Context: an optimization exercise on an open-source flow, tuned for small area and a short achievable clock period. The choices shown serve that exercise and are no tape-out recipe. Only simulation tests tie the RTL to the original design; equivalence was not proved. Power is estimated from default activity; no workload was simulated.

==> design.v <==
module cordic (
    input wire signed [31:0] angle,
    input wire clk, reset,
    output wire signed [31:0] x, y
);
reg [2:0] vcnt;
always @(posedge clk)
    if (reset) vcnt <= 3'd0;
    else if (vcnt != 3'd7) vcnt <= vcnt + 3'd1;
wire [15:0] lo = angle[15:0];
wire [12:0] zo;
wire lo_lt16387 = (~lo[15] & ~lo[14]) | (~lo[15] & lo[14] & ~lo[13] & ~lo[12] & ~lo[11] & ~lo[10] & ~lo[9] & ~lo[8] & ~lo[7] & ~lo[6] & ~lo[5] & ~lo[4] & ~lo[3] & ~lo[2] & ~lo[1]) | (~lo[15] & lo[14] & ~lo[13] & ~lo[12] & ~lo[11] & ~lo[10] & ~lo[9] & ~lo[8] & ~lo[7] & ~lo[6] & ~lo[5] & ~lo[4] & ~lo[3] & ~lo[2] & lo[1] & ~lo[0]);
wire lo_lt32769 = (~lo[15]) | (lo[15] & ~lo[14] & ~lo[13] & ~lo[12] & ~lo[11] & ~lo[10] & ~lo[9] & ~lo[8] & ~lo[7] & ~lo[6] & ~lo[5] & ~lo[4] & ~lo[3] & ~lo[2] & ~lo[1] & ~lo[0]);
wire lo_lt49152 = (~lo[15]) | (lo[15] & ~lo[14]);
wire lo_lt17527 = (~lo[15] & ~lo[14]) | (~lo[15] & lo[14] & ~lo[13] & ~lo[12] & ~lo[11] & ~lo[10]) | (~lo[15] & lo[14] & ~lo[13] & ~lo[12] & ~lo[11] & lo[10] & ~lo[9] & ~lo[8] & ~lo[7] & ~lo[6]) | (~lo[15] & lo[14] & ~lo[13] & ~lo[12] & ~lo[11] & lo[10] & ~lo[9] & ~lo[8] & ~lo[7] & lo[6] & ~lo[5]) | (~lo[15] & lo[14] & ~lo[13] & ~lo[12] & ~lo[11] & lo[10] & ~lo[9] & ~lo[8] & ~lo[7] & lo[6] & lo[5] & ~lo[4]) | (~lo[15] & lo[14] & ~lo[13] & ~lo[12] & ~lo[11] & lo[10] & ~lo[9] & ~lo[8] & ~lo[7] & lo[6] & lo[5] & lo[4] & ~lo[3] & ~lo[2]) | (~lo[15] & lo[14] & ~lo[13] & ~lo[12] & ~lo[11] & lo[10] & ~lo[9] & ~lo[8] & ~lo[7] & lo[6] & lo[5] & lo[4] & ~lo[3] & lo[2] & ~lo[1]) | (~lo[15] & lo[14] & ~lo[13] & ~lo[12] & ~lo[11] & lo[10] & ~lo[9] & ~lo[8] & ~lo[7] & lo[6] & lo[5] & lo[4] & ~lo[3] & lo[2] & lo[1] & ~lo[0]);
wire lo_lt8192 = (~lo[15] & ~lo[14] & ~lo[13]);
wire lo_lt24577 = (~lo[15] & ~lo[14]) | (~lo[15] & lo[14] & ~lo[13]) | (~lo[15] & lo[14] & lo[13] & ~lo[12] & ~lo[11] & ~lo[10] & ~lo[9] & ~lo[8] & ~lo[7] & ~lo[6] & ~lo[5] & ~lo[4] & ~lo[3] & ~lo[2] & ~lo[1] & ~lo[0]);
wire lo_lt40960 = (~lo[15]) | (lo[15] & ~lo[14] & ~lo[13]);
wire lo_lt57344 = (~lo[15]) | (lo[15] & ~lo[14]) | (lo[15] & lo[14] & ~lo[13]);
wire lo_lt3362 = (~lo[15] & ~lo[14] & ~lo[13] & ~lo[12] & ~lo[11]) | (~lo[15] & ~lo[14] & ~lo[13] & ~lo[12] & lo[11] & ~lo[10]) | (~lo[15] & ~lo[14] & ~lo[13] & ~lo[12] & lo[11] & lo[10] & ~lo[9] & ~lo[8]) | (~lo[15] & ~lo[14] & ~lo[13] & ~lo[12] & lo[11] & lo[10] & ~lo[9] & lo[8] & ~lo[7] & ~lo[6] & ~lo[5]) | (~lo[15] & ~lo[14] & ~lo[13] & ~lo[12] & lo[11] & lo[10] & ~lo[9] & lo[8] & ~lo[7] & ~lo[6] & lo[5] & ~lo[4] & ~lo[3] & ~lo[2] & ~lo[1]);
wire lo_lt29407 = (~lo[15] & ~lo[14]) | (~lo[15] & lo[14] & ~lo[13]) | (~lo[15] & lo[14] & lo[13] & ~lo[12]) | (~lo[15] & lo[14] & lo[13] & lo[12] & ~lo[11] & ~lo[10] & ~lo[9]) | (~lo[15] & lo[14] & lo[13] & lo[12] & ~lo[11] & ~lo[10] & lo[9] & ~lo[8] & ~lo[7]) | (~lo[15] & lo[14] & lo[13] & lo[12] & ~lo[11] & ~lo[10] & lo[9] & ~lo[8] & lo[7] & ~lo[6]) | (~lo[15] & lo[14] & lo[13] & lo[12] & ~lo[11] & ~lo[10] & lo[9] & ~lo[8] & lo[7] & lo[6] & ~lo[5] & ~lo[4]) | (~lo[15] & lo[14] & lo[13] & lo[12] & ~lo[11] & ~lo[10] & lo[9] & ~lo[8] & lo[7] & lo[6] & ~lo[5] & lo[4] & ~lo[3]) | (~lo[15] & lo[14] & lo[13] & lo[12] & ~lo[11] & ~lo[10] & lo[9] & ~lo[8] & lo[7] & lo[6] & ~lo[5] & lo[4] & lo[3] & ~lo[2]) | (~lo[15] & lo[14] & lo[13] & lo[12] & ~lo[11] & ~lo[10] & lo[9] & ~lo[8] & lo[7] & lo[6] & ~lo[5] & lo[4] & lo[3] & lo[2] & ~lo[1]) | (~lo[15] & lo[14] & lo[13] & lo[12] & ~lo[11] & ~lo[10] & lo[9] & ~lo[8] & lo[7] & lo[6] & ~lo[5] & lo[4] & lo[3] & lo[2] & lo[1] & ~lo[0]);
wire lo_lt36130 = (~lo[15]) | (lo[15] & ~lo[14] & ~lo[13] & ~lo[12] & ~lo[11]) | (lo[15] & ~lo[14] & ~lo[13] & ~lo[12] & lo[11] & ~lo[10]) | (lo[15] & ~lo[14] & ~lo[13] & ~lo[12] & lo[11] & lo[10] & ~lo[9] & ~lo[8]) | (lo[15] & ~lo[14] & ~lo[13] & ~lo[12] & lo[11] & lo[10] & ~lo[9] & lo[8] & ~lo[7] & ~lo[6] & ~lo[5]) | (lo[15] & ~lo[14] & ~lo[13] & ~lo[12] & lo[11] & lo[10] & ~lo[9] & lo[8] & ~lo[7] & ~lo[6] & lo[5] & ~lo[4] & ~lo[3] & ~lo[2] & ~lo[1]);
wire lo_lt62174 = (~lo[15]) | (lo[15] & ~lo[14]) | (lo[15] & lo[14] & ~lo[13]) | (lo[15] & lo[14] & lo[13] & ~lo[12]) | (lo[15] & lo[14] & lo[13] & lo[12] & ~lo[11] & ~lo[10] & ~lo[9]) | (lo[15] & lo[14] & lo[13] & lo[12] & ~lo[11] & ~lo[10] & lo[9] & ~lo[8] & ~lo[7]) | (lo[15] & lo[14] & lo[13] & lo[12] & ~lo[11] & ~lo[10] & lo[9] & ~lo[8] & lo[7] & ~lo[6]) | (lo[15] & lo[14] & lo[13] & lo[12] & ~lo[11] & ~lo[10] & lo[9] & ~lo[8] & lo[7] & lo[6] & ~lo[5] & ~lo[4]) | (lo[15] & lo[14] & lo[13] & lo[12] & ~lo[11] & ~lo[10] & lo[9] & ~lo[8] & lo[7] & lo[6] & ~lo[5] & lo[4] & ~lo[3]) | (lo[15] & lo[14] & lo[13] & lo[12] & ~lo[11] & ~lo[10] & lo[9] & ~lo[8] & lo[7] & lo[6] & ~lo[5] & lo[4] & lo[3] & ~lo[2]) | (lo[15] & lo[14] & lo[13] & lo[12] & ~lo[11] & ~lo[10] & lo[9] & ~lo[8] & lo[7] & lo[6] & ~lo[5] & lo[4] & lo[3] & lo[2] & ~lo[1]);
wire lo_lt13022 = (~lo[15] & ~lo[14] & ~lo[13]) | (~lo[15] & ~lo[14] & lo[13] & ~lo[12]) | (~lo[15] & ~lo[14] & lo[13] & lo[12] & ~lo[11] & ~lo[10] & ~lo[9]) | (~lo[15] & ~lo[14] & lo[13] & lo[12] & ~lo[11] & ~lo[10] & lo[9] & ~lo[8] & ~lo[7]) | (~lo[15] & ~lo[14] & lo[13] & lo[12] & ~lo[11] & ~lo[10] & lo[9] & ~lo[8] & lo[7] & ~lo[6]) | (~lo[15] & ~lo[14] & lo[13] & lo[12] & ~lo[11] & ~lo[10] & lo[9] & ~lo[8] & lo[7] & lo[6] & ~lo[5] & ~lo[4]) | (~lo[15] & ~lo[14] & lo[13] & lo[12] & ~lo[11] & ~lo[10] & lo[9] & ~lo[8] & lo[7] & lo[6] & ~lo[5] & lo[4] & ~lo[3]) | (~lo[15] & ~lo[14] & lo[13] & lo[12] & ~lo[11] & ~lo[10] & lo[9] & ~lo[8] & lo[7] & lo[6] & ~lo[5] & lo[4] & lo[3] & ~lo[2]) | (~lo[15] & ~lo[14] & lo[13] & lo[12] & ~lo[11] & ~lo[10] & lo[9] & ~lo[8] & lo[7] & lo[6] & ~lo[5] & lo[4] & lo[3] & lo[2] & ~lo[1]);
wire lo_lt19747 = (~lo[15] & ~lo[14]) | (~lo[15] & lo[14] & ~lo[13] & ~lo[12] & ~lo[11]) | (~lo[15] & lo[14] & ~lo[13] & ~lo[12] & lo[11] & ~lo[10]) | (~lo[15] & lo[14] & ~lo[13] & ~lo[12] & lo[11] & lo[10] & ~lo[9] & ~lo[8]) | (~lo[15] & lo[14] & ~lo[13] & ~lo[12] & lo[11] & lo[10] & ~lo[9] & lo[8] & ~lo[7] & ~lo[6] & ~lo[5]) | (~lo[15] & lo[14] & ~lo[13] & ~lo[12] & lo[11] & lo[10] & ~lo[9] & lo[8] & ~lo[7] & ~lo[6] & lo[5] & ~lo[4] & ~lo[3] & ~lo[2] & ~lo[1]) | (~lo[15] & lo[14] & ~lo[13] & ~lo[12] & lo[11] & lo[10] & ~lo[9] & lo[8] & ~lo[7] & ~lo[6] & lo[5] & ~lo[4] & ~lo[3] & ~lo[2] & lo[1] & ~lo[0]);
wire lo_lt45790 = (~lo[15]) | (lo[15] & ~lo[14] & ~lo[13]) | (lo[15] & ~lo[14] & lo[13] & ~lo[12]) | (lo[15] & ~lo[14] & lo[13] & lo[12] & ~lo[11] & ~lo[10] & ~lo[9]) | (lo[15] & ~lo[14] & lo[13] & lo[12] & ~lo[11] & ~lo[10] & lo[9] & ~lo[8] & ~lo[7]) | (lo[15] & ~lo[14] & lo[13] & lo[12] & ~lo[11] & ~lo[10] & lo[9] & ~lo[8] & lo[7] & ~lo[6]) | (lo[15] & ~lo[14] & lo[13] & lo[12] & ~lo[11] & ~lo[10] & lo[9] & ~lo[8] & lo[7] & lo[6] & ~lo[5] & ~lo[4]) | (lo[15] & ~lo[14] & lo[13] & lo[12] & ~lo[11] & ~lo[10] & lo[9] & ~lo[8] & lo[7] & lo[6] & ~lo[5] & lo[4] & ~lo[3]) | (lo[15] & ~lo[14] & lo[13] & lo[12] & ~lo[11] & ~lo[10] & lo[9] & ~lo[8] & lo[7] & lo[6] & ~lo[5] & lo[4] & lo[3] & ~lo[2]) | (lo[15] & ~lo[14] & lo[13] & lo[12] & ~lo[11] & ~lo[10] & lo[9] & ~lo[8] & lo[7] & lo[6] & ~lo[5] & lo[4] & lo[3] & lo[2] & ~lo[1]);
wire lo_lt52514 = (~lo[15]) | (lo[15] & ~lo[14]) | (lo[15] & lo[14] & ~lo[13] & ~lo[12] & ~lo[11]) | (lo[15] & lo[14] & ~lo[13] & ~lo[12] & lo[11] & ~lo[10]) | (lo[15] & lo[14] & ~lo[13] & ~lo[12] & lo[11] & lo[10] & ~lo[9] & ~lo[8]) | (lo[15] & lo[14] & ~lo[13] & ~lo[12] & lo[11] & lo[10] & ~lo[9] & lo[8] & ~lo[7] & ~lo[6] & ~lo[5]) | (lo[15] & lo[14] & ~lo[13] & ~lo[12] & lo[11] & lo[10] & ~lo[9] & lo[8] & ~lo[7] & ~lo[6] & lo[5] & ~lo[4] & ~lo[3] & ~lo[2] & ~lo[1]);
wire t_m1298 = (~zo[12] & ~zo[11]) | (~zo[12] & zo[11] & ~zo[10] & ~zo[9]) | (~zo[12] & zo[11] & ~zo[10] & zo[9] & ~zo[8] & ~zo[7]) | (~zo[12] & zo[11] & ~zo[10] & zo[9] & ~zo[8] & zo[7] & ~zo[6]) | (~zo[12] & zo[11] & ~zo[10] & zo[9] & ~zo[8] & zo[7] & zo[6] & ~zo[5]) | (~zo[12] & zo[11] & ~zo[10] & zo[9] & ~zo[8] & zo[7] & zo[6] & zo[5] & ~zo[4] & ~zo[3]) | (~zo[12] & zo[11] & ~zo[10] & zo[9] & ~zo[8] & zo[7] & zo[6] & zo[5] & ~zo[4] & zo[3] & ~zo[2]) | (~zo[12] & zo[11] & ~zo[10] & zo[9] & ~zo[8] & zo[7] & zo[6] & zo[5] & ~zo[4] & zo[3] & zo[2] & ~zo[1]);
wire t_p1298 = (~zo[12]) | (zo[12] & ~zo[11] & ~zo[10]) | (zo[12] & ~zo[11] & zo[10] & ~zo[9] & ~zo[8]) | (zo[12] & ~zo[11] & zo[10] & ~zo[9] & zo[8] & ~zo[7] & ~zo[6] & ~zo[5] & ~zo[4]) | (zo[12] & ~zo[11] & zo[10] & ~zo[9] & zo[8] & ~zo[7] & ~zo[6] & ~zo[5] & zo[4] & ~zo[3] & ~zo[2] & ~zo[1]);
wire t_m1949 = (~zo[12] & ~zo[11]) | (~zo[12] & zo[11] & ~zo[10] & ~zo[9] & ~zo[8] & ~zo[7] & ~zo[6]) | (~zo[12] & zo[11] & ~zo[10] & ~zo[9] & ~zo[8] & ~zo[7] & zo[6] & ~zo[5]) | (~zo[12] & zo[11] & ~zo[10] & ~zo[9] & ~zo[8] & ~zo[7] & zo[6] & zo[5] & ~zo[4] & ~zo[3] & ~zo[2] & ~zo[1]) | (~zo[12] & zo[11] & ~zo[10] & ~zo[9] & ~zo[8] & ~zo[7] & zo[6] & zo[5] & ~zo[4] & ~zo[3] & ~zo[2] & zo[1] & ~zo[0]);
wire t_m647 = (~zo[12] & ~zo[11]) | (~zo[12] & zo[11] & ~zo[10]) | (~zo[12] & zo[11] & zo[10] & ~zo[9] & ~zo[8]) | (~zo[12] & zo[11] & zo[10] & ~zo[9] & zo[8] & ~zo[7] & ~zo[6]) | (~zo[12] & zo[11] & zo[10] & ~zo[9] & zo[8] & ~zo[7] & zo[6] & ~zo[5]) | (~zo[12] & zo[11] & zo[10] & ~zo[9] & zo[8] & ~zo[7] & zo[6] & zo[5] & ~zo[4]) | (~zo[12] & zo[11] & zo[10] & ~zo[9] & zo[8] & ~zo[7] & zo[6] & zo[5] & zo[4] & ~zo[3]) | (~zo[12] & zo[11] & zo[10] & ~zo[9] & zo[8] & ~zo[7] & zo[6] & zo[5] & zo[4] & zo[3] & ~zo[2] & ~zo[1] & ~zo[0]);
wire t_p647 = (~zo[12]) | (zo[12] & ~zo[11] & ~zo[10] & ~zo[9]) | (zo[12] & ~zo[11] & ~zo[10] & zo[9] & ~zo[8] & ~zo[7]) | (zo[12] & ~zo[11] & ~zo[10] & zo[9] & ~zo[8] & zo[7] & ~zo[6] & ~zo[5] & ~zo[4] & ~zo[3] & ~zo[2]) | (zo[12] & ~zo[11] & ~zo[10] & zo[9] & ~zo[8] & zo[7] & ~zo[6] & ~zo[5] & ~zo[4] & ~zo[3] & zo[2] & ~zo[1]) | (zo[12] & ~zo[11] & ~zo[10] & zo[9] & ~zo[8] & zo[7] & ~zo[6] & ~zo[5] & ~zo[4] & ~zo[3] & zo[2] & zo[1] & ~zo[0]);
wire t_p1949 = (~zo[12]) | (zo[12] & ~zo[11] & ~zo[10]) | (zo[12] & ~zo[11] & zo[10] & ~zo[9]) | (zo[12] & ~zo[11] & zo[10] & zo[9] & ~zo[8]) | (zo[12] & ~zo[11] & zo[10] & zo[9] & zo[8] & ~zo[7]) | (zo[12] & ~zo[11] & zo[10] & zo[9] & zo[8] & zo[7] & ~zo[6] & ~zo[5] & ~zo[4]) | (zo[12] & ~zo[11] & zo[10] & zo[9] & zo[8] & zo[7] & ~zo[6] & ~zo[5] & zo[4] & ~zo[3]) | (zo[12] & ~zo[11] & zo[10] & zo[9] & zo[8] & zo[7] & ~zo[6] & ~zo[5] & zo[4] & zo[3] & ~zo[2]) | (zo[12] & ~zo[11] & zo[10] & zo[9] & zo[8] & zo[7] & ~zo[6] & ~zo[5] & zo[4] & zo[3] & zo[2] & ~zo[1] & ~zo[0]);
wire s   = angle[31];
wire h0  = angle[16];
wire zr  = (angle[30:17] == 14'd0);
wire in_r = ~s & zr & ~h0;
wire h1   = ~s & zr & h0;
wire sneg = (~s & ~zr) | (s & zr & ~h0) | (h1 & ~lo_lt17527);
wire spos = s & ~(zr & ~h0);
wire qa = lo_lt16387;
wire qb = ~lo_lt16387 & lo_lt32769;
wire qc = ~lo_lt32769 & lo_lt49152;
wire qd = ~lo_lt49152;
wire lo_32768 = lo[15] & ~lo_lt32769;       
wire selA = ~in_r | qa;
wire d1 = (selA & lo_lt8192) | (in_r & qb & ~lo_lt24577) | (in_r & qc & lo_lt40960) | (in_r & qd & ~lo_lt57344);
wire d2y = (selA & lo_lt3362) | (in_r & qb & ~lo_lt29407) | (in_r & qc & lo_lt36130) | (in_r & qd & ~lo_lt62174);
wire d2n = (selA & lo_lt13022) | (in_r & qb & ~lo_lt19747) | (in_r & qc & lo_lt45790) | (in_r & qd & ~lo_lt52514);
wire d2 = d1 ? d2y : d2n;
wire qb_s = qb & ~lo[15];                    
wire neg = in_r & (qb_s | qd);
wire [2:0] cls = sneg ? 3'b110 : spos ? 3'b111 : h1 ? 3'b101 :
                 (qa ? 3'b000 : qb_s ? 3'b001 : qc ? 3'b010 : qd ? 3'b011 : 3'b100);
reg [14:0] lop_1;
reg [1:0] d_1;
reg [2:0] cls_1;
always @(posedge clk) begin
    lop_1 <= lo[14:0] ^ {15{neg}};
    d_1   <= {d2, d1};
    cls_1 <= cls;
end
wire cin = (cls_1 == 3'b001);
wire [12:0] k3 = d_1[0] ? (d_1[1] ? 13'd7386 : 13'd2274) : (d_1[1] ? 13'd5918 : 13'd806);
reg [12:0] z3_2;
reg [1:0] d_2;
reg [2:0] cls_2;
always @(posedge clk) begin
    z3_2  <= lop_1[12:0] + {12'd0, cin} + k3;
    d_2   <= d_1;
    cls_2 <= cls_1;
end
assign zo = {~z3_2[12], z3_2[11:0]};       
wire d3 = z3_2[12];
wire d4 = d3 ? t_m1298 : t_p1298;
wire d5 = d3 ? (d4 ? t_m1949 : t_m647) : (d4 ? t_p647 : t_p1949);
wire sat = cls_2[2] & cls_2[1];
wire f   = cls_2[2] & (cls_2[1] ^ cls_2[0]);
wire [1:0] q = cls_2[2] ? {cls_2[1] | cls_2[0], 1'b1} : cls_2[1:0];
reg [7:0] code_3, code_4, code_5, code_6, code_7;
always @(posedge clk) begin
    code_3 <= {q, {d5 ^ d4, d4 ^ d3, d3 ^ d_2[1], d_2[1] ^ d_2[0], d_2[0]} & {5{~sat}}, f};
    code_4 <= code_3;
    code_5 <= code_4;
    code_6 <= code_5;
    code_7 <= code_6;
end
wire [9:0] x6, y6, nzx, nzy;
cordic_tab tab (.d(code_7[5:0]), .xo(x6), .yo(y6), .nx(nzx), .ny(nzy));
wire negx = code_7[6] ^ code_7[7];
wire negy = code_7[7];
wire [9:0] tx = x6 ^ (nzx & {10{negx}});
wire [9:0] ty = y6 ^ (nzy & {10{negy}});
reg [9:0] xr, yr;
always @(posedge clk) begin
    if (reset || vcnt != 3'd7) begin
        xr <= 10'd0;
        yr <= 10'd0;
    end else begin
        xr <= tx;
        yr <= ty;
    end
end
assign x = {{22{xr[9]}}, xr};
assign y = {{22{yr[9]}}, yr};
endmodule
module cordic_tab(d, xo, yo, nx, ny);
  input [5:0] d;
  wire [5:0] d;
  output [9:0] xo;
  wire [9:0] xo;
  output [9:0] yo;
  wire [9:0] yo;
  output [9:0] nx;
  wire [9:0] nx;
  output [9:0] ny;
  wire [9:0] ny;
  wire _000_;
  wire _001_;
  wire _002_;
  wire _003_;
  wire _004_;
  wire _005_;
  wire _006_;
  wire _007_;
  wire _008_;
  wire _009_;
  wire _010_;
  wire _011_;
  wire _012_;
  wire _013_;
  wire _014_;
  wire _015_;
  wire _016_;
  wire _017_;
  wire _018_;
  wire _019_;
  wire _020_;
  wire _021_;
  wire _022_;
  wire _023_;
  wire _024_;
  wire _025_;
  wire _026_;
  wire _027_;
  wire _028_;
  wire _029_;
  wire _030_;
  wire _031_;
  wire _032_;
  wire _033_;
  wire _034_;
  wire _035_;
  wire _036_;
  wire _037_;
  wire _038_;
  wire _039_;
  wire _040_;
  wire _041_;
  wire _042_;
  wire _043_;
  wire _044_;
  wire _045_;
  wire _046_;
  wire _047_;
  wire _048_;
  wire _049_;
  wire _050_;
  wire _051_;
  wire _052_;
  wire _053_;
  wire _054_;
  wire _055_;
  wire _056_;
  wire _057_;
  wire _058_;
  wire _059_;
  wire _060_;
  wire _061_;
  wire _062_;
  wire _063_;
  wire _064_;
  wire _065_;
  wire _066_;
  wire _067_;
  wire _068_;
  wire _069_;
  wire _070_;
  wire _071_;
  wire _072_;
  wire _073_;
  wire _074_;
  wire _075_;
  wire _076_;
  wire _077_;
  wire _078_;
  wire _079_;
  wire _080_;
  wire _081_;
  wire _082_;
  wire _083_;
  wire _084_;
  wire _085_;
  wire _086_;
  wire _087_;
  wire _088_;
  wire _089_;
  wire _090_;
  wire _091_;
  wire _092_;
  wire _093_;
  wire _094_;
  wire _095_;
  wire _096_;
  wire _097_;
  wire _098_;
  wire _099_;
  wire _100_;
  wire _101_;
  wire _102_;
  wire _103_;
  wire _104_;
  wire _105_;
  wire _106_;
  wire _107_;
  wire _108_;
  wire _109_;
  wire _110_;
  wire _111_;
  wire _112_;
  wire _113_;
  wire _114_;
  wire _115_;
  wire _116_;
  wire _117_;
  wire _118_;
  wire _119_;
  wire _120_;
  wire _121_;
  wire _122_;
  wire _123_;
  wire _124_;
  wire _125_;
  wire _126_;
  wire _127_;
  wire _128_;
  wire _129_;
  wire _130_;
  wire _131_;
  wire _132_;
  wire _133_;
  wire _134_;
  wire _135_;
  wire _136_;
  wire _137_;
  wire _138_;
  wire _139_;
  wire _140_;
  wire _141_;
  wire _142_;
  wire _143_;
  wire _144_;
  wire _145_;
  wire _146_;
  wire _147_;
  wire _148_;
  wire _149_;
  wire _150_;
  wire _151_;
  wire _152_;
  wire _153_;
  wire _154_;
  wire _155_;
  wire _156_;
  wire _157_;
  assign yo[5] = d[5] ? _008_ : _013_;
  assign _014_ = _133_ ? d[0] : _142_;
  assign _015_ = _115_ ? _000_ : _014_;
  assign _016_ = d[0] & d[1];
  assign _017_ = d[2] ? d[0] : _016_;
  assign _018_ = _133_ ? _126_ : _142_;
  assign _019_ = _115_ ? _017_ : _018_;
  assign _020_ = d[4] ? _015_ : _019_;
  assign _021_ = d[2] ? d[0] : _146_;
  assign _022_ = _021_ ^ _115_;
  assign _023_ = ~(d[0] | d[1]);
  assign _024_ = _133_ ? _016_ : _023_;
  assign _025_ = _115_ ? _143_ : _024_;
  assign _026_ = _113_ ? _022_ : _025_;
  assign yo[4] = _105_ ? _020_ : _026_;
  assign _027_ = _115_ ? _156_ : _000_;
  assign _028_ = d[1] & ~(d[2]);
  assign _029_ = _126_ ? d[2] : _028_;
  assign _030_ = d[3] ? _000_ : _029_;
  assign _031_ = d[4] ? _027_ : _030_;
  assign _032_ = _000_ ^ d[3];
  assign _033_ = d[0] & ~(d[1]);
  assign _034_ = _133_ ? d[1] : _033_;
  assign _035_ = _115_ ? _000_ : _034_;
  assign _036_ = _113_ ? _032_ : _035_;
  assign yo[3] = _105_ ? _031_ : _036_;
  assign _037_ = d[0] ? d[2] : _028_;
  assign _038_ = d[0] | ~(d[1]);
  assign _039_ = d[2] ? d[0] : _038_;
  assign _040_ = _115_ ? _037_ : _039_;
  assign _041_ = d[3] ? _142_ : _152_;
  assign _042_ = _113_ ? _040_ : _041_;
  assign _043_ = d[0] | d[1];
  assign _044_ = d[2] & ~(_043_);
  assign _045_ = _115_ ? _146_ : _044_;
  assign _046_ = d[2] ? _126_ : _135_;
  assign _047_ = d[3] ? d[0] : _046_;
  assign _048_ = d[4] ? _045_ : _047_;
  assign yo[2] = _105_ ? _042_ : _048_;
  assign _049_ = d[0] & ~(_123_);
  assign _050_ = ~(d[1] & d[3]);
  assign _051_ = ~(_050_ & _049_);
  assign _052_ = d[0] ? d[1] : _109_;
  assign _053_ = d[4] ? _051_ : _052_;
  assign _054_ = _133_ ? _038_ : _146_;
  assign _055_ = _054_ ^ _115_;
  assign _056_ = _133_ ? _038_ : _043_;
  assign _057_ = d[3] ? _044_ : _056_;
  assign _058_ = _113_ ? _055_ : _057_;
  assign yo[1] = _105_ ? _053_ : _058_;
  assign _059_ = _106_ & ~(_130_);
  assign _060_ = d[3] ? _109_ : _059_;
  assign ny[1] = _113_ ? _106_ : _060_;
  assign _061_ = ~(d[1] | d[2]);
  assign xo[9] = _061_ & ~(_145_);
  assign xo[8] = ~(_145_ & _134_);
  assign _062_ = _115_ ? _133_ : _106_;
  assign _063_ = d[4] ? _059_ : _062_;
  assign _064_ = _115_ ? _133_ : _059_;
  assign _065_ = _113_ ? _062_ : _064_;
  assign xo[7] = _105_ ? _063_ : _065_;
  assign _066_ = d[4] ? d[2] : _061_;
  assign _067_ = d[3] ? _103_ : _123_;
  assign _068_ = _113_ ? _061_ : _067_;
  assign xo[6] = _105_ ? _066_ : _068_;
  assign _069_ = d[1] ^ d[3];
  assign _070_ = _115_ ? _133_ : d[1];
  assign _071_ = _113_ ? _069_ : _070_;
  assign _072_ = d[3] ? _118_ : _059_;
  assign _073_ = _061_ ^ _115_;
  assign _074_ = d[4] ? _072_ : _073_;
  assign xo[5] = d[5] ? _071_ : _074_;
  assign _075_ = d[0] & d[2];
  assign _076_ = ~(_075_ | _131_);
  assign _077_ = d[3] ? _109_ : _123_;
  assign _078_ = _113_ ? _076_ : _077_;
  assign _079_ = _028_ ^ _115_;
  assign _080_ = _115_ ? _061_ : _130_;
  assign _081_ = _113_ ? _079_ : _080_;
  assign xo[4] = _105_ ? _078_ : _081_;
  assign _082_ = _133_ ? _134_ : _043_;
  assign _083_ = _115_ ? d[2] : _082_;
  assign _084_ = _123_ ^ d[3];
  assign _085_ = d[3] ? _061_ : _123_;
  assign _086_ = _113_ ? _084_ : _085_;
  assign xo[3] = _105_ ? _083_ : _086_;
  assign _087_ = _115_ ? d[1] : _130_;
  assign _088_ = _113_ ? _115_ : _087_;
  assign _089_ = d[2] ? _038_ : _043_;
  assign _090_ = _115_ ? _089_ : _006_;
  assign _091_ = _133_ & ~(_043_);
  assign _092_ = d[3] ? _037_ : _091_;
  assign _093_ = d[4] ? _090_ : _092_;
  assign xo[2] = d[5] ? _088_ : _093_;
  assign _094_ = ~_069_;
  assign _095_ = d[3] ? _130_ : _059_;
  assign _096_ = _113_ ? _094_ : _095_;
  assign _097_ = ~(d[0] & d[3]);
  assign _098_ = _130_ ? _097_ : d[0];
  assign _099_ = d[4] ? _126_ : _098_;
  assign xo[1] = d[5] ? _096_ : _099_;
  assign _100_ = d[3] ? _130_ : _123_;
  assign _101_ = d[3] ? _103_ : _136_;
  assign nx[1] = d[4] ? _100_ : _101_;
  assign _102_ = _120_ | _133_;
  assign ny[6] = _102_ | _050_;
  assign _103_ = d[2] | ~(d[1]);
  assign _104_ = d[5] & ~(_103_);
  assign _105_ = ~d[5];
  assign _106_ = d[1] | d[2];
  assign _107_ = d[4] | d[3];
  assign _108_ = _107_ | _106_;
  assign _109_ = d[2] & ~(d[1]);
  assign _110_ = ~(d[4] & d[3]);
  assign _111_ = _110_ | _109_;
  assign ny[3] = _105_ ? _108_ : _111_;
  assign ny[4] = ny[3] | _104_;
  assign _112_ = _106_ | d[4];
  assign _113_ = ~d[4];
  assign _114_ = _106_ | d[3];
  assign _115_ = ~d[3];
  assign _116_ = _109_ | _115_;
  assign _117_ = _113_ ? _114_ : _116_;
  assign ny[2] = _105_ ? _112_ : _117_;
  assign _118_ = d[1] | ~(d[2]);
  assign _119_ = _118_ | _115_;
  assign _120_ = ~(d[4] & d[5]);
  assign nx[6] = _120_ | _119_;
  assign _121_ = _103_ | d[0];
  assign _122_ = _121_ | _107_;
  assign _123_ = ~(d[1] ^ d[2]);
  assign _124_ = _123_ | _110_;
  assign nx[4] = _105_ ? _122_ : _124_;
  assign _125_ = _121_ | d[3];
  assign _126_ = ~d[0];
  assign _127_ = _118_ | _126_;
  assign _128_ = _127_ | _115_;
  assign _129_ = _113_ ? _125_ : _128_;
  assign _130_ = d[1] & d[2];
  assign _131_ = _130_ | _115_;
  assign _132_ = _131_ | _113_;
  assign nx[3] = _105_ ? _129_ : _132_;
  assign _133_ = ~d[2];
  assign _134_ = ~d[1];
  assign _135_ = ~(d[0] & d[1]);
  assign _136_ = _133_ ? _134_ : _135_;
  assign _137_ = _136_ | d[3];
  assign _138_ = d[4] ? _131_ : _137_;
  assign _139_ = d[0] & ~(_130_);
  assign _140_ = ~(_139_ & _114_);
  assign _141_ = _113_ ? _121_ : _140_;
  assign nx[2] = d[5] ? _138_ : _141_;
  assign _142_ = d[0] ^ d[1];
  assign _143_ = d[2] ? d[0] : _142_;
  assign _144_ = d[4] & ~(d[5]);
  assign _145_ = _144_ | d[3];
  assign yo[9] = _145_ ? d[0] : _143_;
  assign _146_ = ~(d[0] ^ d[1]);
  assign _147_ = _115_ ? _126_ : _146_;
  assign _148_ = d[4] ? _146_ : _147_;
  assign yo[8] = d[5] ? _147_ : _148_;
  assign _149_ = d[2] ? _126_ : _146_;
  assign _150_ = ~(d[0] ^ d[2]);
  assign _151_ = d[3] ? _149_ : _150_;
  assign _152_ = _146_ ^ d[2];
  assign _153_ = _113_ ? _151_ : _152_;
  assign _154_ = _115_ ? _150_ : _152_;
  assign _155_ = _113_ ? _151_ : _154_;
  assign yo[7] = _105_ ? _153_ : _155_;
  assign _156_ = d[0] ^ d[2];
  assign _157_ = _113_ ? _143_ : _156_;
  assign _000_ = _146_ ^ _133_;
  assign _001_ = d[1] | ~(d[0]);
  assign _002_ = d[2] ? _001_ : _142_;
  assign _003_ = _115_ ? _000_ : _002_;
  assign _004_ = _113_ ? _143_ : _003_;
  assign yo[6] = _105_ ? _157_ : _004_;
  assign _005_ = _146_ ^ d[3];
  assign _006_ = d[0] ? _133_ : _134_;
  assign _007_ = _115_ ? _150_ : _006_;
  assign _008_ = _113_ ? _005_ : _007_;
  assign _009_ = _133_ ? _126_ : _146_;
  assign _010_ = _115_ ? _152_ : _009_;
  assign _011_ = d[0] ? _133_ : _103_;
  assign _012_ = d[3] ? _143_ : _011_;
  assign _013_ = d[4] ? _010_ : _012_;
  assign { ny[9:7], ny[5], ny[0] } = { 3'h7, ny[4], 1'h0 };
  assign { nx[9:7], nx[5], nx[0] } = { 3'h7, nx[4], 1'h0 };
  assign yo[0] = ny[1];
  assign xo[0] = nx[1];
endmodule
==> flow/run.sh <==
#!/bin/bash
# Standard ORFS layout, except that the port buffers are plain buffers
# (buf_2) instead of the delay cells buffer_ports picks by default.
set -euo pipefail
export BUFFER_PORTS_ARGS="-buffer_cell sky130_fd_sc_hd__buf_2"
bash standard.sh finish > flow_standard.log 2>&1
==> standard.sh <==
#!/bin/bash
# synth_recipe.tcl (not shown) runs the flow's synth.tcl, then flattens the netlist and writes it again
# the make line also repeats each setting of config.mk as NAME=value (left out here)
make -C /OpenROAD-flow-scripts/flow DESIGN_CONFIG=/design/flow/config.mk WORK_HOME=/design/flow/orfs CLKGATE_MAP_FILE= SYNTH_SCRIPT=/design/flow/synth_recipe.tcl "${@:-finish}"
==> config.mk <==
export PLATFORM = sky130hd
export DESIGN_NAME = cordic
export DESIGN_NICKNAME = cordic
export VERILOG_FILES = /design/flow/design.v
export SDC_FILE = /design/flow/constraint.sdc
export NUM_CORES = 4
export LEC_CHECK = 0
export CAP_MARGIN = 20
export CORE_MARGIN = 2
export CORE_UTILIZATION = 40
export SETUP_SLACK_MARGIN = 2.7
export SLEW_MARGIN = 20
==> constraint.sdc <==
create_clock -name core_clock -period 5.0 [get_ports {clk}]
set_input_delay 1.0000 -clock core_clock [delete_from_list [all_inputs] [get_ports {clk}]]
set_output_delay 1.0000 -clock core_clock [all_outputs]
set_load 0.01 [all_outputs]
==> qor.csv, run 1 <==
metric;value;unit
status;timing/DRC/antenna clean;
Slew HR;41.6;%
Worst-Margin Slew;0.869;ns
Synth area leaders;dfxtp_1 (37%), xnor2_1 (6.3%), buf_4 (6.2%), ha_1 (6.1%), a21oi_1 (4.5%);
crit-path cells;buf_2 -> a2111oi_2 -> nand4_1 -> nor4b_4 -> a32oi_1 -> o22ai_2 -> a211oi_1 -> or3_1;
synthesized area;5290;sq um
1st-iter DRT viols;232;
Arrival @ worst endpoint;2.67;ns
Largest stage delay, worst path;0.43;ns
static leakage;0.00265;uW
final hold violation count;0;
Hold/Removal Path Class;register to register;
Via density;5.29;
crit path kind;input port to register;
Post-synth EDFFs;0;
die width;119;um
Die ar.;14200;sq um
fmax;0.419;GHz
Clock H-tree levels;3;
largest net degree at the start of global routing;39;
GPL Wtd Cong;0.900;
Total GRT Usage;15.9;%
I/O pin count;98;
RSZ-0062 raised after global routing;true;
Worst-Skew Late Latency;0.34;ns
Critical Path Start Type;input port;
Yosys top cell area share;37.4;%
die height;119;um
total wire length;11300;um
Detail Route Antenna Nets;0;
deepest clock path buffer count;2;
Critical Path RT;5.29;ns
Design Power;1790;uW
CP Max Fanout;5;
initial antenna violation count;0;
peak supply drop;0.167;mV
DRT Pass-1 Iters;5;
synth warn;1;
layout cells sized above 1;25.8;%
vias in the first global route;4059;
max-capacitance violation count;0;
CTS Sinks;99;
Layout area overhead;17.2;%
Slew Limit Fails;0;
final hold slack;0.322;ns
Final Cell Area;6200;sq um
Hold-fix buffers, CTS;0;
row count;42;
Layout Cells excl Fill;839;
Async S/R FF share, synth;0;%
cell taking the most area after synthesis;dfxtp_1;
Power Density;289;nW/um^2
Detailed Place HPWL;7850;um
Root Driver;clkbuf_16;
via count;4440;
Post-synth top flop;dfxtp_1;
core footprint;13100;sq um
average size of a mapped cell;8.74;sq um
Synth Instances;606;
total CTS buffers;9;
fin crit share;47.7;%
fin nets;718;
Initial Util;40.5;%
grt ovf;0;
clk_skew;0.00829;ns
count of final setup violators;0;
n_diodes;0;
Netlist cell types;64;
setup_tns;0;ns
synthesized flop and latch total;99;
Seq/Total Area, Yosys;37.4;%
Inst Count DP;810;
wire per inst;13.5;um
CP endpoint kind;register;
slowest CP cell;a2111oi_2;
CTS clk-pin slew, worst paths;0.07;ns
min Tclk post-route;2.39;ns
drt drc;0;
CTS tree;built;
post-synthesis net count;666;
first-pass GRT wire length;18600;um
fillers;1236;
Post-DP Area;5600;sq um
# port buffers;97;
-- stage by stage --
stage	setup slack, ns	util, %
floorplan	2.48	-
global placement	2.21	42.8
detailed placement	2.20	42.8
CTS	2.60	45.9
global route	2.50	47.4
finish	2.61	47.4
-- worst paths after layout --
check,from,endpoint,slack [ns],depth (start not counted)
worst max-delay path,angle[0],d_1[1]$_DFF_P_,2.61,8
worst min-delay path,code_4[2]$_DFF_P_,code_5[2]$_DFF_P_,0.32,0
worst max register to register,code_7[2]$_DFF_P_,xr[2]$_SDFF_PP0_,2.80,9
worst min register to register,code_4[2]$_DFF_P_,code_5[2]$_DFF_P_,0.32,0
-- cell usage after synthesis, types with 6 or more instances --
cell type	number
a211oi_1	8
a21oi_1	48
a31oi_1	19
buf_2	12
buf_4	44
clkbuf_1	15
dfxtp_1	99
ha_1	26
inv_1	19
mux2i_1	9
nand2_1	40
nand2b_1	11
nand3_1	9
nand4_1	6
nor2_1	50
nor2b_1	7
nor3_1	13
o211ai_1	6
o21a_1	7
o21ai_0	25
o22ai_1	6
or3_1	6
xnor2_1	38
xor2_1	12
-- cells in the final DEF (no fill, tap or decap), types with 5 or more instances in the layout --
cell       Yosys  final
or3_1          6      6
buf_2         12     97
a211oi_1       8      8
nor3_1        13     13
o211ai_1       6      6
nand4_1        6      6
or2_2          5      5
nor2_1        50     50
buf_4         44     13
ha_1          26     23
mux2i_1        9      9
a31oi_1       19     17
xnor2_1       38     37
nor2b_1        7      6
a21oi_1       48     46
nand3_1        9      8
inv_1         19     17
nand2_1       40     40
o22ai_1        6      6
clkbuf_16      0      9
nor4_4         1      5
o31ai_1        5      5
nand2b_1      11     11
dfxtp_1       99     94
o21ai_0       25     24
o21a_1         7      7
xor2_1        12     12
-- cell families (layout without fill, tap and decap cells) --
family                   count (synthesis)  count (layout)  share of synthesized area (%)
multiplexers                            10              10                           2.13
buffers and inverters                   95             151                           10.1
XOR/XNOR                                50              50                           8.27
flip-flops                              99              99                           37.4
AO/OA/AOI/OAI                          159             159                           19.5
adder cells (fa/ha/maj)                 26              26                           6.15
AND/OR/NAND/NOR                        167             168                           16.3
-- area by class of cell --
type	count	area [sq um]	area share, %
sequential	99	2000	32.2
clock inverter	6	78.8	1.27
tap	176	220	3.55
timing repair buffer	113	626	10.1
inverter	22	97.6	1.57
clock buffer	10	239	3.85
multi-input combinational	413	2940	47.5
-- registers in the layout (all words and copies together) (netlist names) --
name    flops
code_5      8
xr         10
code_6      8
code_4      8
d_2         2
lop_1      13
cls_2       3
code_7      8
code_3      8
cls_1       3
d_1         2
vcnt        3
yr         10
z3_2       13
-- per-layer routing --
layer / GRT usage (%) / up-vias / wire length (um)
met3: 1.87 / 19 / 665
met4: 7.81 / 0 / 206
met1: 19.9 / 2020 / 4870
li1: - / 2225 / -
met5: 0 / - / 0
met2: 26.9 / 176 / 5590
-- timing repair --
action                     in CTS  in global routing
setup endpoints to repair      22                 27
resized for setup              22                 21
pin swaps                       3                  4
setup buffers                   2                 10
gates cloned                    0                  1
-- worst max-delay path, delay by kind of cell --
kind / cells / cell delay (ns)
compound gates: 4 / 0.96
simple gates: 3 / 0.56
buf+inv: 1 / 0.14
-- power by group --
group          leakage (uW)  switching [uW]  internal (uW)
clock              0.000158             315            413
sequential         0.000815            38.3            821
combinational       0.00168             108           94.4
total               0.00265             461           1330
==> run 2: changes to the inputs <==
--- a/config.mk
+++ b/config.mk
@@ -5,8 +5,10 @@
 export SDC_FILE = /design/flow/constraint.sdc
 export NUM_CORES = 4
 export LEC_CHECK = 0
+export ABC_AREA = 1
 export CAP_MARGIN = 20
 export CORE_MARGIN = 2
-export CORE_UTILIZATION = 40
+export CORE_UTILIZATION = 60
+export CTS_BUF_LIST = sky130_fd_sc_hd__clkbuf_4 sky130_fd_sc_hd__clkbuf_8
 export SETUP_SLACK_MARGIN = 2.7
 export SLEW_MARGIN = 20
==> run 2 against run 1 <==
- still clean on timing, DRC and antenna
- clock power shrank 34%
- flip-flop and latch count is the same
- die area decreased by 30%
- critical path depth did not move
- cell area is 3.4% lower
- worst setup slack better by 0.20 ns
- critical path type is now register to register
==> qor.csv, run 2 <==
metric;value;unit;change
Synth area leaders;dfxtp_1 (36%), nand2_1 (11%), buf_4 (6.1%), nor2_1 (5.9%), ha_1 (5.9%);;was dfxtp_1 (37%), xnor2_1 (6.3%), buf_4 (6.2%), ha_1 (6.1%), a21oi_1 (4.5%)
Worst-Skew Late Latency;0.36;ns;was 0.34 ns
total CTS buffers;9;;unchanged
total wire length;11900;um;was 11300 um
largest family of logic cells by synthesized area;simple AND/OR/NAND/NOR gates;;was compound AO/OA/AOI/OAI gates
vias in the first global route;4419;;was 4059
Slew HR;52.5;%;was 41.6%
Total GRT Usage;23.6;%;was 15.9%
Post-DP Area;5720;sq um;was 5600 sq um
row count;34;;was 42
R2R depth;8;;was 9
mux contribution to synthesized area;0;%;was 2.13%
# port buffers;97;;unchanged
Clock Power Share;30.9;%;was 40.7%
internal power;1110;uW;was 1330 uW
Hold-fix buffers, CTS;0;;unchanged
DRT Pass-1 Iters;6;;was 5
Seq/Total Area, Yosys;35.9;%;was 37.4%
Clock H-tree levels;3;;unchanged
commonest non-fill, non-tap cell in the layout;nand2_1;;was buf_2
compound-gate portion of the synthesized area;12.7;%;was 19.5%
via count;4917;;was 4440
Hold Path End;code_4[7]$_DFF_P_;;was code_5[2]$_DFF_P_
CTS tree;built;;unchanged
CTS Sinks;99;;unchanged
final core occ;68.1;%;was 47.4%
wire per inst;13.0;um;was 13.5 um
Die ar.;9970;sq um;was 14200 sq um
count of final setup violators;0;;unchanged
max-capacitance violation count;0;;unchanged
most frequent cells in the layout;nand2_1 (155), buf_2 (97), dfxtp_1 (93);;was buf_2 (97), dfxtp_1 (94), nor2_1 (50)
CP Max Fanout;13;;was 5
Combinational Power Share;14.5;%;was 11.3%
cell taking the most area after synthesis;dfxtp_1;;unchanged
Post-Synth Simple-Gate Area;26.3;%;was 16.3%
Hold Path Depth;0;;unchanged
Net Sw Power;448;uW;was 461 uW
Yosys top cell area share;35.9;%;was 37.4%
n_diodes;0;;unchanged
Worst-Margin Slew;0.711;ns;was 0.869 ns
fin nets;864;;was 718
static leakage;0.00300;uW;was 0.00265 uW
Critical Path RT;5.31;ns;was 5.29 ns
CTS clk-pin slew, worst paths;0.11;ns;was 0.07 ns
Hold/Removal Path Class;register to register;;unchanged
largest net degree at the start of global routing;32;;was 39
deepest clock path buffer count;2;;unchanged
Reg power frac;54.6;%;was 48.0%
Netlist cell types;46;;was 64
CP endpoint kind;register;;unchanged
Detail Route Antenna Nets;0;;unchanged
Detailed Place HPWL;9020;um;was 7850 um
layout cells sized above 1;20.9;%;was 25.8%
Layout area overhead;8.69;%;was 17.2%
Power Density;260;nW/um^2;was 289 nW/um^2
Synth Area in Adders;5.90;%;was 6.15%
top-count cell post-synth;nand2_1;;was dfxtp_1
synthesized flop and latch total;99;;unchanged
Synth top cells by count;nand2_1 (155), dfxtp_1 (99), nor2_1 (87), inv_1 (70), o21ai_0 (52);;was dfxtp_1 (99), nor2_1 (50), a21oi_1 (48), buf_4 (44), nand2_1 (40)
core footprint;8810;sq um;was 13100 sq um
I/O pin count;98;;unchanged
grt ovf;0;;unchanged
Post-synth top flop;dfxtp_1;;unchanged
setup_tns;0;ns;unchanged
synthesized area;5510;sq um;was 5290 sq um
sw frac;28.8;%;was 25.8%
die width;99.9;um;was 119 um
drt drc;0;;unchanged
worst r2r dst;yr[8]$_SDFF_PP0_;;was xr[2]$_SDFF_PP0_
HP Start;code_3[7]$_DFF_P_;;was code_4[2]$_DFF_P_
fin crit share;43.7;%;was 47.7%
GPL Wtd Cong;0.932;;was 0.900
Synth Area in XOR/XNOR;6.42;%;was 8.27%
first-pass GRT wire length;19300;um;was 18600 um
clk_skew;0.0200;ns;was 0.00829 ns
Slew Limit Fails;0;;unchanged
average size of a mapped cell;7.38;sq um;was 8.74 sq um
Arrival @ worst endpoint;2.49;ns;was 2.67 ns
Top Registers;lop_1: 13 flops, z3_2: 13 flops;;unchanged
Initial Util;62.6;%;was 40.5%
1st-iter DRT viols;275;;was 232
fillers;764;;was 1236
Post-synth EDFFs;0;;unchanged
Root Driver;clkbuf_8;;was clkbuf_16
synth warn;1;;unchanged
Design Power;1560;uW;was 1790 uW
Critical Path Start Type;register;;was input port
Synth Instances;747;;was 606
Async S/R FF share, synth;0;%;unchanged
crit path kind;register to register;;was input port to register
min Tclk post-route;2.18;ns;was 2.39 ns
post-synthesis net count;807;;was 666
RSZ-0062 raised after global routing;false;;was true
peak supply drop;0.182;mV;was 0.167 mV
die height;99.9;um;was 119 um
origin of the critical flop-to-flop path;code_7[5]$_DFF_P_;;was code_7[2]$_DFF_P_
fmax;0.458;GHz;was 0.419 GHz
slack of the worst reg-to-reg path;2.82;ns;was 2.80 ns
Final Cell Area;5990;sq um;was 6200 sq um
Via density;5.36;;was 5.29
final hold violation count;0;;unchanged
initial antenna violation count;0;;unchanged
status;timing/DRC/antenna clean;;unchanged
run 2: cell types whose count changed after synthesis, sizes merged, moves of 9 or more:
cell    before  now
nand2b      11    0
inv         19   73
xnor2       38    9
xor2        12   22
nor2        50   99
clkbuf      15    3
nand3        9   44
o21ai       25   58
nand2       40  161
mux2i        9    0
a31oi       19    1
run 2: logic make-up (layout without fill, tap and decap cells):
group                    after synthesis  count (layout)
buffers and inverters                134             196
XOR/XNOR                              31              31
flip-flops                            99              99
AND/OR/NAND/NOR                      331             331
adder cells (fa/ha/maj)               26              26
AO/OA/AOI/OAI                        126             126
run 2: critical path, stage by stage (launching register included):
cell and delay (ns):
dfxtp_1 0.69, inv_1 0.29, nand2_2 0.22, inv_1 0.19, nor2_2 0.25, nand2_1 0.08, o21ai_1 0.15, o21ai_0 0.10
a21oi_1 0.15
run 2: how the worst max path moves through the flow:
stage                      startpoint               end  slack, ns  cells after the start
floorplan                   angle[18]  lop_1[2]$_DFF_P_       2.87                      7
global placement                reset  xr[9]$_SDFF_PP0_       2.48                      4
detailed placement  code_7[0]$_DFF_P_  yr[4]$_SDFF_PP0_       2.57                     13
CTS                 code_7[1]$_DFF_P_  yr[4]$_SDFF_PP0_       2.68                     13
global route        code_7[1]$_DFF_P_  yr[4]$_SDFF_PP0_       2.72                     13
finish              code_7[5]$_DFF_P_  yr[8]$_SDFF_PP0_       2.82                      8
run 2: layer usage:
metal	GRT usage, %	up-vias	wire length (um)
li1	-	2512	-
met2	42.2	229	5980
met5	0	-	0
met3	4.81	33	878
met1	28.7	2143	4890
met4	6.95	0	184
run 2: final cells by class:
| cell class | instances | area (sq um) | share of cell area (%) |
|---|---|---|---|
| clock buffers | 9 | 124 | 2.07 |
| clock inverters | 7 | 68.8 | 1.15 |
| inverters | 74 | 282 | 4.70 |
| multi-input cells | 514 | 2840 | 47.3 |
| flip-flops and latches | 99 | 1990 | 33.3 |
| well taps | 108 | 135 | 2.25 |
| repair buffers | 106 | 553 | 9.23 |
run 2: what timing repair did:
action	4_1_cts	5_1_grt
buffers inserted	0	8
endpoints found under the setup margin	4	60
resized for setup	2	9
run 2: through the flow:
stage,hold slack (ns),setup slack (ns),instances
floorplan,0.310,2.87,747
global placement,0.310,2.48,893
detailed placement,0.312,2.57,893
CTS,0.327,2.68,909
global route,0.322,2.72,917
finish,0.323,2.82,917
run 2: power groups by stage:
stage | Clock, uW | Combinational [uW] | Sequential, uW
floorplan | 0 | 168 | 862
global placement | 0 | 213 | 870
detailed placement | 0 | 218 | 871
CTS | 496 | 220 | 852
global route | 533 | 260 | 855
finish | 481 | 225 | 850
==> run 3: changes to the inputs <==
--- a/config.mk
+++ b/config.mk
@@ -5,7 +5,6 @@
 export SDC_FILE = /design/flow/constraint.sdc
 export NUM_CORES = 4
 export LEC_CHECK = 0
-export ABC_AREA = 1
 export CAP_MARGIN = 20
 export CORE_MARGIN = 2
 export CORE_UTILIZATION = 60
==> run 3 against run 2 <==
- still clean
- fmax decreased by 6.8%
- first-iteration DRC count decreased by 36%
- combinational power decreased by 12%
- cell count decreased by 16%
- via count decreased by 9.6%
- hold slack got worse by 0.0043 ns
- synthesized cell count decreased by 19%
- global-route usage decreased by 0.52 points
==> qor.csv, run 3 <==
metric;value;unit;change
origin of the critical flop-to-flop path;code_7[1]$_DFF_P_;;was code_7[5]$_DFF_P_
cell taking the most area after synthesis;dfxtp_1;;unchanged
synthesized flop and latch total;99;;unchanged
Detailed Place HPWL;8100;um;was 9020 um
Power Density;263;nW/um^2;was 260 nW/um^2
core footprint;8640;sq um;was 8810 sq um
final hold violation count;0;;unchanged
fin crit share;46.9;%;was 43.7%
top-count cell post-synth;dfxtp_1;;was nand2_1
grt ovf;0;;unchanged
layout cells sized above 1;25.4;%;was 20.9%
n_diodes;0;;unchanged
Die ar.;9590;sq um;was 9970 sq um
slack of the worst reg-to-reg path;2.68;ns;was 2.82 ns
static leakage;0.00257;uW;was 0.00300 uW
Seq/Total Area, Yosys;37.4;%;was 35.9%
Hold Path Depth;0;;unchanged
die height;97.9;um;was 99.9 um
RSZ-0062 raised after global routing;true;;was false
largest net degree at the start of global routing;36;;was 32
HP Start;code_6[3]$_DFF_P_;;was code_3[7]$_DFF_P_
Total GRT Usage;23.1;%;was 23.6%
fmax;0.427;GHz;was 0.458 GHz
setup_tns;0;ns;unchanged
row count;34;;unchanged
CTS Sinks;99;;unchanged
Async S/R FF share, synth;0;%;unchanged
# port buffers;97;;unchanged
Yosys top cell area share;37.4;%;was 35.9%
crit-path cells;buf_2 -> nor4_4 -> nand4_4 -> nor3_4 -> a31oi_2 -> o22ai_2 -> a211oi_1 -> or3_1;;was inv_1 -> nand2_2 -> inv_1 -> nor2_2 -> nand2_1 -> o21ai_1 -> o21ai_0 -> a21oi_1
Register Area;2000;sq um;was 1990 sq um
most frequent cells in the layout;buf_2 (97), dfxtp_1 (91), nor2_1 (50);;was nand2_1 (155), buf_2 (97), dfxtp_1 (93)
Netlist cell types;64;;was 46
crit path kind;input port to register;;was register to register
Critical Path Start Type;input port;;was register
I/O pin count;98;;unchanged
deepest clock path buffer count;2;;unchanged
drt drc;0;;unchanged
status;timing/DRC/antenna clean;;unchanged
slowest CP cell;nor4_4;;was dfxtp_1
worst r2r dst;yr[4]$_SDFF_PP0_;;was yr[8]$_SDFF_PP0_
total CTS buffers;9;;unchanged
buffer and inverter count on the worst path;1;;was 2
Worst-Margin Slew;0.835;ns;was 0.711 ns
R2R depth;9;;was 8
Initial Util;61.3;%;was 62.6%
peak supply drop;0.146;mV;was 0.182 mV
Layout Cells excl Fill;766;;was 917
Worst-Skew Late Latency;0.37;ns;was 0.36 ns
min Tclk post-route;2.34;ns;was 2.18 ns
post-synthesis net count;666;;was 807
Hold Path End;code_7[3]$_DFF_P_;;was code_4[7]$_DFF_P_
GPL Wtd Cong;0.939;;was 0.932
Clock H-tree levels;3;;unchanged
count of final setup violators;0;;unchanged
vias in the first global route;3989;;was 4419
via count;4446;;was 4917
Critical Path RT;5.25;ns;was 5.31 ns
area of the multi-input gates;2910;sq um;was 2840 sq um
CTS tree;built;;unchanged
commonest non-fill, non-tap cell in the layout;buf_2;;was nand2_1
Detail Route Antenna Nets;0;;unchanged
Layout area overhead;12.2;%;was 8.69%
Arrival @ worst endpoint;2.59;ns;was 2.49 ns
Inst Count DP;742;;was 893
Synth area leaders;dfxtp_1 (37%), xnor2_1 (6.3%), buf_4 (6.2%), ha_1 (6.1%), a21oi_1 (4.5%);;was dfxtp_1 (36%), nand2_1 (11%), buf_4 (6.1%), nor2_1 (5.9%), ha_1 (5.9%)
fin nets;713;;was 864
total wire length;11500;um;was 11900 um
die width;97.9;um;was 99.9 um
Root Driver;clkbuf_8;;unchanged
DRT Pass-1 Iters;5;;was 6
average size of a mapped cell;8.74;sq um;was 7.38 sq um
Largest stage delay, worst path;0.31;ns;was 0.69 ns
initial antenna violation count;0;;unchanged
Slew HR;43.9;%;was 52.5%
Synth top cells by count;dfxtp_1 (99), nor2_1 (50), a21oi_1 (48), buf_4 (44), nand2_1 (40);;was nand2_1 (155), dfxtp_1 (99), nor2_1 (87), inv_1 (70), o21ai_0 (52)
CP endpoint kind;register;;unchanged
Slew Limit Fails;0;;unchanged
synthesized area;5290;sq um;was 5510 sq um
Synth Instances;606;;was 747
Post-synth top flop;dfxtp_1;;unchanged
fillers;720;;was 764
synth warn;1;;unchanged
1st-iter DRT viols;176;;was 275
wire per inst;15.0;um;was 13.0 um
CP Max Fanout;4;;was 13
clk_skew;0.0152;ns;was 0.0200 ns
CTS clk-pin slew, worst paths;0.11;ns;about the same
Top Registers;lop_1: 13 flops, z3_2: 13 flops;;unchanged
family with the most delay on the worst path;simple AND/OR/NAND/NOR gates;;was flip-flops
Hold/Removal Path Class;register to register;;unchanged
Post-synth EDFFs;0;;unchanged
first-pass GRT wire length;18300;um;was 19300 um
max-capacitance violation count;0;;unchanged
Via density;5.80;;was 5.36
==> run 3: changes by cell type after synthesis, moves of 13 or more <==
| cell | delta |
|---|---|
| nand2_1 | -115 |
| inv_1 | -51 |
| nor2_1 | -37 |
| xnor2_1 | +33 |
| nand3_1 | -32 |
| o21ai_0 | -27 |
| a31oi_1 | +18 |
| clkbuf_1 | +13 |
==> run 3: worst max path at each step <==
stage                       from               end  slack [ns]  cells after the start
6_report               angle[25]    d_1[1]$_DFF_P_        2.66                      8
3_5_place_dp   code_7[2]$_DFF_P_  yr[2]$_SDFF_PP0_        2.17                      9
4_1_cts        code_7[2]$_DFF_P_  yr[2]$_SDFF_PP0_        2.65                      9
2_1_floorplan          angle[18]    d_1[1]$_DFF_P_        2.48                      7
3_3_place_gp   code_7[2]$_DFF_P_  yr[2]$_SDFF_PP0_        2.04                      9
5_1_grt        code_7[0]$_DFF_P_  xr[2]$_SDFF_PP0_        2.57                      9
==> run 3: area by class of cell <==
cell class / count / share of cell area (%)
multi-input cells: 412 / 49.0
well taps: 108 / 2.27
repair buffers: 109 / 10.2
inverters: 22 / 1.50
clock inverters: 7 / 1.33
flip-flops and latches: 99 / 33.6
clock buffers: 9 / 2.08
==> run 3: repair_timing <==
item,CTS,global route
buffers inserted,4,3
endpoints found under the setup margin,18,49
resized for setup,17,21
cloned,0,1
hold buffers,0,0
pin swaps,3,7
==> run 3: cell families after synthesis <==
logic type / after synthesis / synth area share [%]
simple gates: 167 / 16.3
fa+ha+maj: 26 / 6.15
xor+xnor: 50 / 8.27
compound gates: 159 / 19.5
mux: 10 / 2.13
buf+inv: 95 / 10.1
flops: 99 / 37.4
==> run 3: per-layer routing <==
| layer | GRT usage (%) | vias up | wire length (um) |
|---|---|---|---|
| li1 | - | 2202 | - |
| met1 | 26.3 | 2047 | 4630 |
| met2 | 42.1 | 163 | 5980 |
| met3 | 4.65 | 34 | 575 |
| met4 | 9.08 | 0 | 304 |
| met5 | 0 | - | 0 |
==> run 3: metrics by stage <==
step | setup slack [ns] | instance area, sq um | hold slack, ns | power (uW) | util (%)
finish | 2.66 | 5940 | 0.319 | 1560 | 68.8
global route | 2.57 | 5940 | 0.337 | 1630 | 68.8
CTS | 2.65 | 5800 | 0.322 | 1570 | 67.2
detailed placement | 2.17 | 5510 | 0.312 | 1060 | 63.9
global placement | 2.04 | 5510 | 0.310 | 1050 | 63.9
floorplan | 2.48 | 5330 | 0.310 | 1010 | -
==> run 3: power breakdown <==
group	internal, uW	switching (uW)
clock network	199	305
registers	822	37.9
logic	90.8	107

-- static timing again, ports no longer ideal --
No port has a modelled driver above. Below, the same layouts with a new extraction and two added sets of constraints. Step 1: set_driving_cell puts a clkbuf_16 on clk and a buf_2 on each other input, an assumption about the parent block. Step 2 times the ports against the registers' clock, not the clock port: input delays grow and output delays shrink by t, the midpoint of the rising clock arrivals with the driver on. Three values: ideal, step 1, step 2; two values: the first two.
run | t, ns | setup slack, ns | worst register clock-pin slew, ns | pins driven straight from the clock port
run 1 | 0.378 | 2.613 / 2.634 / 2.256 | 0.07 / 0.07 | 1
run 2 | 0.388 | 2.816 / 2.816 / 2.565 | 0.11 / 0.11 | 1
run 3 | 0.394 | 2.656 / 2.668 / 2.275 | 0.11 / 0.11 | 1
After both steps setup and hold are still met in every run listed. The setup slack of run 3, which loses most, moves by +0.012 ns with the drivers and by -0.381 ns with both steps.
